Source: an optimization exercise on an open RTL-to-GDS flow (aim: small area, a short achievable clock period and few clock cycles). Production flows keep margins and buffers that such runs may drop. Only simulation tests tie the RTL to the original design; equivalence was not proved. Power is estimated from default activity; no workload was simulated.

==> inputs of run Z <==
Design ariscv, start of the top module:
module ariscv #(
   parameter NBW_ACLK      = 6,
   parameter NBW_INST      = 32,
   parameter NBW_REGISTER  = 32,
   parameter NBW_ADDR      = 5,
   parameter NBW_PC        = 32
)(
   input  logic                        clk,
   input  logic                        rst_async_n,
   input  logic [NBW_INST-1:0]         i_inst,
   output logic [NBW_PC-1:0]           o_pc,
   output logic [NBW_REGISTER-1:0]     o_writeData,
   output logic [NBW_REGISTER-1:0]     o_writeAddr,
   output logic                        o_memWrite,
   output logic [2:0]                  o_writeWidth,
   input  logic [NBW_REGISTER-1:0]     i_readData
);
Settings: LEC_CHECK=0, CAP_MARGIN=35, CORE_MARGIN=2, CORE_UTILIZATION=40, SLEW_MARGIN=35, SYNTH_HIERARCHICAL=1, SYNTH_MINIMUM_KEEP_SIZE=0; clock period 11.0 ns.
standard.sh (not shown) runs the stock make flow with config.mk's settings and CLKGATE_MAP_FILE= SYNTH_SCRIPT=/design/flow/synth_recipe.tcl, a recipe that flattens the netlist after the stock synthesis.
==> flow/flow/run.sh <==
#!/bin/bash
# The standard layout (standard.sh: its synthesis and ORFS steps, its SDC),
# with these changes to how the layout is made:
#  - the resizer is asked for more setup slack than the 11 ns clock needs;
#  - no gate cloning in timing repair (clones added after the last design
#    repair could leave slew violations);
#  - CTS without dummy loads, with larger sink clusters;
#  - ports buffered with buf_2 instead of the default delay buffer.
# ORFS writes each step's log under orfs/logs/; make's output goes to flow.log.
set -o pipefail
bash standard.sh SETUP_SLACK_MARGIN=7.3 SKIP_GATE_CLONING=1 \
  "CTS_ARGS=-sink_clustering_enable -repair_clock_nets -dont_use_dummy_load -sink_clustering_size 25 -sink_clustering_max_diameter 100 -buf_list {sky130_fd_sc_hd__clkbuf_8 sky130_fd_sc_hd__clkbuf_16}" \
  "BUFFER_PORTS_ARGS=-buffer_cell sky130_fd_sc_hd__buf_2" \
  finish > flow.log 2>&1
==> inputs of run H, as changes to run Z <==
--- a/flow/design.v
+++ b/flow/design.v
@@ -1,40 +1,45 @@
 module alu (
    input  logic [31:0]  i_a,
    input  logic [31:0]  i_b,
    input  logic         i_sub,       
    input  logic         i_arith,     
-   input  logic         i_sel_srx,   
-   input  logic         i_sel_sll,   
+   input  logic         i_left,      
+   input  logic         i_sel_sum,
+   input  logic         i_sel_sh,
    input  logic         i_sel_xor,
    input  logic         i_sel_or,
    input  logic         i_sel_and,
    input  logic         i_sel_lt,
    input  logic         i_sel_ltu,
    input  logic         i_sel_b,
-   output logic [31:0]  o_rest,
+   output logic [31:0]  o_result,
    output logic [31:0]  o_sum,
    output logic         o_lt,
    output logic         o_ltu,
    output logic         o_eq         
 );
    logic [32:0] sum;
-   logic [31:0] shl, shr, x;
+   logic [31:0] shin, shl, shr, x;
    add_sk #(.W(32)) uu_add (.i_a(i_a), .i_b(i_b), .i_cin(i_sub), .o_sum(sum[31:0]), .o_cout(sum[32]));
    assign o_sum = sum[31:0];
    assign o_ltu = ~sum[32];
    assign o_lt  = (i_a[31] ^ ~i_b[31]) ? i_a[31] : sum[31];
    assign x     = i_a ^ i_b;
    assign o_eq  = &x;
-   assign shr = 32'($signed({i_arith & i_a[31], i_a}) >>> i_b[4:0]);
+   always_comb begin
+      for (int i = 0; i < 32; i++) shin[i] = i_left ? i_a[31-i] : i_a[i];
+   end
+   assign shr = 32'($signed({i_arith & i_a[31], shin}) >>> i_b[4:0]);
    always_comb begin
       for (int i = 0; i < 32; i++) shl[i] = shr[31-i];
    end
-   assign o_rest   = ({32{i_sel_srx}} & shr)
-                   | ({32{i_sel_sll}} & shl)
+   assign o_result = ({32{i_sel_sum}} & sum[31:0])
+                   | ({32{i_sel_sh & ~i_left}} & shr)
+                   | ({32{i_sel_sh & i_left}}  & shl)
                    | ({32{i_sel_xor}} & x)
                    | ({32{i_sel_or}}  & (i_a | i_b))
                    | ({32{i_sel_and}} & (i_a & i_b))
                    | ({32{i_sel_b}}   & i_b)
                    | {31'd0, (i_sel_lt & o_lt) | (i_sel_ltu & o_ltu)};
 endmodule
 module add_sk #(
@@ -69,68 +74,36 @@
 )(
    input  logic [W-1:0]  i_p,
    input  logic [W-1:0]  i_c,
    output logic [W-1:0]  o_s
 );
    assign o_s = i_p ^ i_c;
 endmodule
-module rf_sel31 (
-   input  logic [31:1]  i_d,
-   input  logic [31:1]  i_sel,
-   output logic         o_y
-);
-   assign o_y = |(i_d & i_sel);
-endmodule
 module reg_file (
    input  logic         clk,
    input  logic         i_wr_en,
    input  logic [4:0]   i_wr_addr,
    input  logic [31:0]  i_wr_dt,
    input  logic [31:1]  i_rd1_sel,
    input  logic [31:1]  i_rd2_sel,
    output logic [31:0]  o_rd_dt_1,
    output logic [31:0]  o_rd_dt_2
 );
    logic [31:0] regs [1:31];
    always_ff @(posedge clk) begin
       if (i_wr_en) regs[i_wr_addr] <= i_wr_dt;
    end
-   for (genvar b = 0; b < 32; b++) begin : g_bit
-      logic [31:1] col;
-      for (genvar i = 1; i < 32; i++) begin : g_reg
-         assign col[i] = regs[i][b];
-      end
-      rf_sel31 uu_rd1 (.i_d(col), .i_sel(i_rd1_sel), .o_y(o_rd_dt_1[b]));
-      rf_sel31 uu_rd2 (.i_d(col), .i_sel(i_rd2_sel), .o_y(o_rd_dt_2[b]));
-   end
-endmodule
-module res_sel (
-   input  logic [31:0]  i_sum,
-   input  logic         i_sel,
-   input  logic [31:0]  i_rest,
-   output logic [31:0]  o_y
-);
-   assign o_y = ({32{i_sel}} & i_sum) | i_rest;
-endmodule
-module fwd_sel (
-   input  logic         i_fwd,
-   input  logic         i_inv,
-   input  logic         i_rev,
-   input  logic [31:0]  i_sum,
-   input  logic         i_sel,
-   input  logic [31:0]  i_rest,
-   input  logic [31:0]  i_other,
-   output logic [31:0]  o_y
-);
-   logic [31:0] v, r;
-   assign v = {32{i_inv}} ^ (i_fwd ? (({32{i_sel}} & i_sum) | i_rest) : i_other);
    always_comb begin
-      for (int i = 0; i < 32; i++) r[i] = v[31-i];
+      o_rd_dt_1 = '0;
+      o_rd_dt_2 = '0;
+      for (int i = 1; i < 32; i++) begin
+         o_rd_dt_1 = o_rd_dt_1 | ({32{i_rd1_sel[i]}} & regs[i]);
+         o_rd_dt_2 = o_rd_dt_2 | ({32{i_rd2_sel[i]}} & regs[i]);
+      end
    end
-   assign o_y = i_rev ? r : v;
 endmodule
 module ariscv #(
    parameter NBW_ACLK      = 6,
    parameter NBW_INST      = 32,
    parameter NBW_REGISTER  = 32,
    parameter NBW_ADDR      = 5,
    parameter NBW_PC        = 32
@@ -145,16 +118,14 @@
    output logic [2:0]                  o_writeWidth,
    input  logic [NBW_REGISTER-1:0]     i_readData
 );
    localparam logic [4:0] OP_LOAD = 5'b00000, OP_STORE = 5'b01000, OP_BRANCH = 5'b11000,
                           OP_JALR = 5'b11001, OP_JAL   = 5'b11011, OP_OPIMM  = 5'b00100,
                           OP_OP   = 5'b01100, OP_AUIPC = 5'b00101, OP_LUI    = 5'b01101;
    logic          x_redirect;
-   logic [31:0]   x_sum, x_rest;
-   logic          x_sel_sum;
    logic [11:2]   x_target;
    logic          d_replay;
    logic [11:2]   pc_q;
    logic [4:0]    f_op;
    logic          f_jal, f_br, f_pred, f_auipc, f_rs2;
    logic [11:2]   f_tj, f_tb, f_target;
    logic [12:2]   f_pc4;
@@ -246,45 +217,38 @@
       .i_rd1_sel   (d_rs1_sel),
       .i_rd2_sel   (d_rs2_sel),
       .o_rd_dt_1   (d_rd1),
       .o_rd_dt_2   (d_rd2)
    );
    logic [11:0]   d_addr;
    add_sk #(.W(12)) uu_addr (.i_a(d_rd1[11:0]), .i_b(d_imm[11:0]), .i_cin(1'b0), .o_sum(d_addr), .o_cout());
-   logic [31:0]   d_a, d_b;
-   logic          d_sll;
-   assign d_sll = d_opx & (d_f3 == 3'd1);
-   fwd_sel uu_fwd_a (.i_fwd(fwd_a), .i_inv(1'b0), .i_rev(d_sll), .i_sum(x_sum), .i_sel(x_sel_sum),
-                     .i_rest(x_rest), .i_other(d_rd1), .o_y(d_a));
-   fwd_sel uu_fwd_b (.i_fwd(fwd_b), .i_inv(d_sub), .i_rev(1'b0), .i_sum(x_sum), .i_sel(x_sel_sum),
-                     .i_rest(x_rest), .i_other(d_rd2 | ({32{d_useimm}} & d_imm)), .o_y(d_b));
    logic [31:0]   x_a, x_b;
    logic [11:0]   x_addr;
    logic [2:0]    x_f3;
-   logic          x_sub, x_arith;
-   logic          x_sel_srx, x_sel_sll, x_sel_xor, x_sel_or, x_sel_and, x_sel_lt, x_sel_ltu, x_sel_b;
+   logic          x_sub, x_arith, x_left;
+   logic          x_sel_sum, x_sel_sh, x_sel_xor, x_sel_or, x_sel_and, x_sel_lt, x_sel_ltu, x_sel_b;
    logic          x_load, x_store, x_branch, x_jalr, x_link;
    logic          x_pred;
    logic [12:2]   x_alt;
    always_ff @(posedge clk or negedge rst_async_n) begin
       if (!rst_async_n) x_valid <= 1'b0;
       else              x_valid <= d_valid & ~x_redirect & ~d_replay;
    end
    always_ff @(posedge clk) begin
-      x_a       <= d_a;
-      x_b       <= d_b;
+      x_a       <= fwd_a ? x_result : d_rd1;
+      x_b       <= {32{d_sub}} ^ (fwd_b ? x_result : (d_rd2 | ({32{d_useimm}} & d_imm)));
       x_addr    <= d_addr;
       x_rd      <= d_rd;
       x_wen     <= d_wen;
       x_f3      <= d_f3;
       x_sub     <= d_sub;
       x_arith   <= d_ir[30];
+      x_left    <= ~d_f3[2];
       x_sel_sum <= d_opx & (d_f3 == 3'd0);
-      x_sel_srx <= d_opx & (d_f3 == 3'd5);
-      x_sel_sll <= d_sll;
+      x_sel_sh  <= d_opx & (d_f3[1:0] == 2'b01);
       x_sel_xor <= d_opx & (d_f3 == 3'd4);
       x_sel_or  <= d_opx & (d_f3 == 3'd6);
       x_sel_and <= d_opx & (d_f3 == 3'd7);
       x_sel_lt  <= d_opx & (d_f3 == 3'd2);
       x_sel_ltu <= d_opx & (d_f3 == 3'd3);
       x_sel_b   <= d_upper;
       x_load    <= d_load;
@@ -293,28 +257,30 @@
       x_jalr    <= d_jalr;
       x_link    <= d_link;
       x_pred    <= d_pred;
       x_alt     <= d_alt;
    end
    logic [31:0]   x_alu;
    logic          x_lt, x_ltu, x_eq, x_cond, x_taken;
+   logic [31:0]   x_sum;
    alu uu_alu (
       .i_a       (x_a),
       .i_b       (x_b),
       .i_sub     (x_sub),
       .i_arith   (x_arith),
-      .i_sel_srx (x_sel_srx),
-      .i_sel_sll (x_sel_sll),
+      .i_left    (x_left),
+      .i_sel_sum (x_sel_sum),
+      .i_sel_sh  (x_sel_sh),
       .i_sel_xor (x_sel_xor),
       .i_sel_or  (x_sel_or),
       .i_sel_and (x_sel_and),
       .i_sel_lt  (x_sel_lt),
       .i_sel_ltu (x_sel_ltu),
       .i_sel_b   (x_sel_b),
-      .o_rest    (x_alu),
+      .o_result  (x_alu),
       .o_sum     (x_sum),
       .o_lt      (x_lt),
       .o_ltu     (x_ltu),
       .o_eq      (x_eq)
    );
    always_comb begin
       case (x_f3[2:1])
@@ -322,14 +288,13 @@
          2'b10:   x_cond = x_lt;
          default: x_cond = x_ltu;
       endcase
    end
    assign x_taken = x_cond ^ x_f3[0];
    assign x_redirect = x_valid & (x_jalr | (x_branch & (x_taken ^ x_pred)));
    assign x_target   = x_jalr ? x_sum[11:2] : x_alt[11:2];
-   assign x_rest = x_load ? i_readData : (x_alu | {19'd0, {11{x_link}} & x_alt, 2'b00});
-   res_sel uu_res (.i_sum(x_sum), .i_sel(x_sel_sum), .i_rest(x_rest), .o_y(x_result));
+   assign x_result = x_load ? i_readData : (x_alu | {19'd0, {11{x_link}} & x_alt, 2'b00});
    assign o_writeAddr  = {20'd0, x_addr};
    assign o_writeData  = x_b;
    assign o_writeWidth = x_f3;
    assign o_memWrite   = x_valid & x_store;
 endmodule
==> flow/flow/run.sh (replaced) <==
#!/bin/bash
# The standard layout (standard.sh: its synthesis and ORFS steps, its SDC),
# with these changes to how the layout is made:
#  - the resizer is asked for more setup slack than the 11 ns clock needs;
#  - no gate cloning in timing repair (clones added after the last design
#    repair could leave slew violations);
#  - CTS without dummy loads, with larger sink clusters;
#  - ports buffered with buf_2 instead of the default delay buffer.
# ORFS writes each step's log under orfs/logs/; make's output goes to flow.log.
set -o pipefail
bash standard.sh SETUP_SLACK_MARGIN=7 SKIP_GATE_CLONING=1 \
  "CTS_ARGS=-sink_clustering_enable -repair_clock_nets -dont_use_dummy_load -sink_clustering_size 25 -sink_clustering_max_diameter 100 -buf_list {sky130_fd_sc_hd__clkbuf_8 sky130_fd_sc_hd__clkbuf_16}" \
  "BUFFER_PORTS_ARGS=-buffer_cell sky130_fd_sc_hd__buf_2" \
  finish > flow.log 2>&1
==> inputs of run C, as changes to run Z <==
==> flow/flow/run.sh (replaced) <==
#!/bin/bash
# The standard layout (standard.sh: its synthesis and ORFS steps, its SDC),
# with these changes to how the layout is made:
#  - the resizer is asked for more setup slack than the 11 ns clock needs;
#  - no gate cloning in timing repair (clones added after the last design
#    repair could leave slew violations);
#  - CTS without dummy loads, with larger sink clusters;
#  - ports buffered with buf_2 instead of the default delay buffer.
# ORFS writes each step's log under orfs/logs/; make's output goes to flow.log.
set -o pipefail
bash standard.sh SETUP_SLACK_MARGIN=7.5 SKIP_GATE_CLONING=1 \
  "CTS_ARGS=-sink_clustering_enable -repair_clock_nets -dont_use_dummy_load -sink_clustering_size 25 -sink_clustering_max_diameter 100 -buf_list {sky130_fd_sc_hd__clkbuf_8 sky130_fd_sc_hd__clkbuf_16}" \
  "BUFFER_PORTS_ARGS=-buffer_cell sky130_fd_sc_hd__buf_2" \
  finish > flow.log 2>&1
==> comparison <==
In clock power, run Z and run H hardly differ. Flip-flop and latch count is the same in run C and run H. Between run C and run H, the lower clock-buffer cell count is in run H (gap 1). Of run H and run C, run C has the higher core utilization (gap 2.2 points). The lowest total power belongs to run H, the highest to run C. Clock skew: run Z > run H > run C.
Testbench counts of run Z, summed over its fixed seeds: cycles 365,440.
Testbench counts of run H, summed over its fixed seeds: cycles 365,440.
Testbench counts of run C, summed over its fixed seeds: cycles 365,440.

[what the ideal ports hide]
In the flow no input, the clock included, has a driving cell. The finished layouts below were timed again as built, in two steps.
Step 1 (the two cells are an assumption about what drives the block):
set clk [get_ports {clk}]
set_driving_cell -lib_cell sky130_fd_sc_hd__clkbuf_16 $clk
set_driving_cell -lib_cell sky130_fd_sc_hd__buf_2 [delete_from_list [all_inputs] $clk]
Step 2 moves the port delays by t, midway between the first and last clock arrival at a register: inputs arrive t later, outputs are due t later. That takes back most of the time a late clock gives input paths.
Three values: no drivers, after step 1, after step 2; two values: the first two.
run | t (ns) | slack for setup (ns) | latest minus earliest clock arrival (ns)
run Z | 0.774 | 7.189 / 7.189 / 6.616 | 0.113 / 0.113
run H | 0.757 | 7.015 / 6.995 / 6.320 | 0.104 / 0.104
run C | 0.771 | 7.247 / 7.218 / 6.650 | 0.096 / 0.097
After both steps setup and hold are still met in every run listed. The setup slack of run H, which loses most, moves by -0.020 ns with the drivers and by -0.695 ns with both steps.
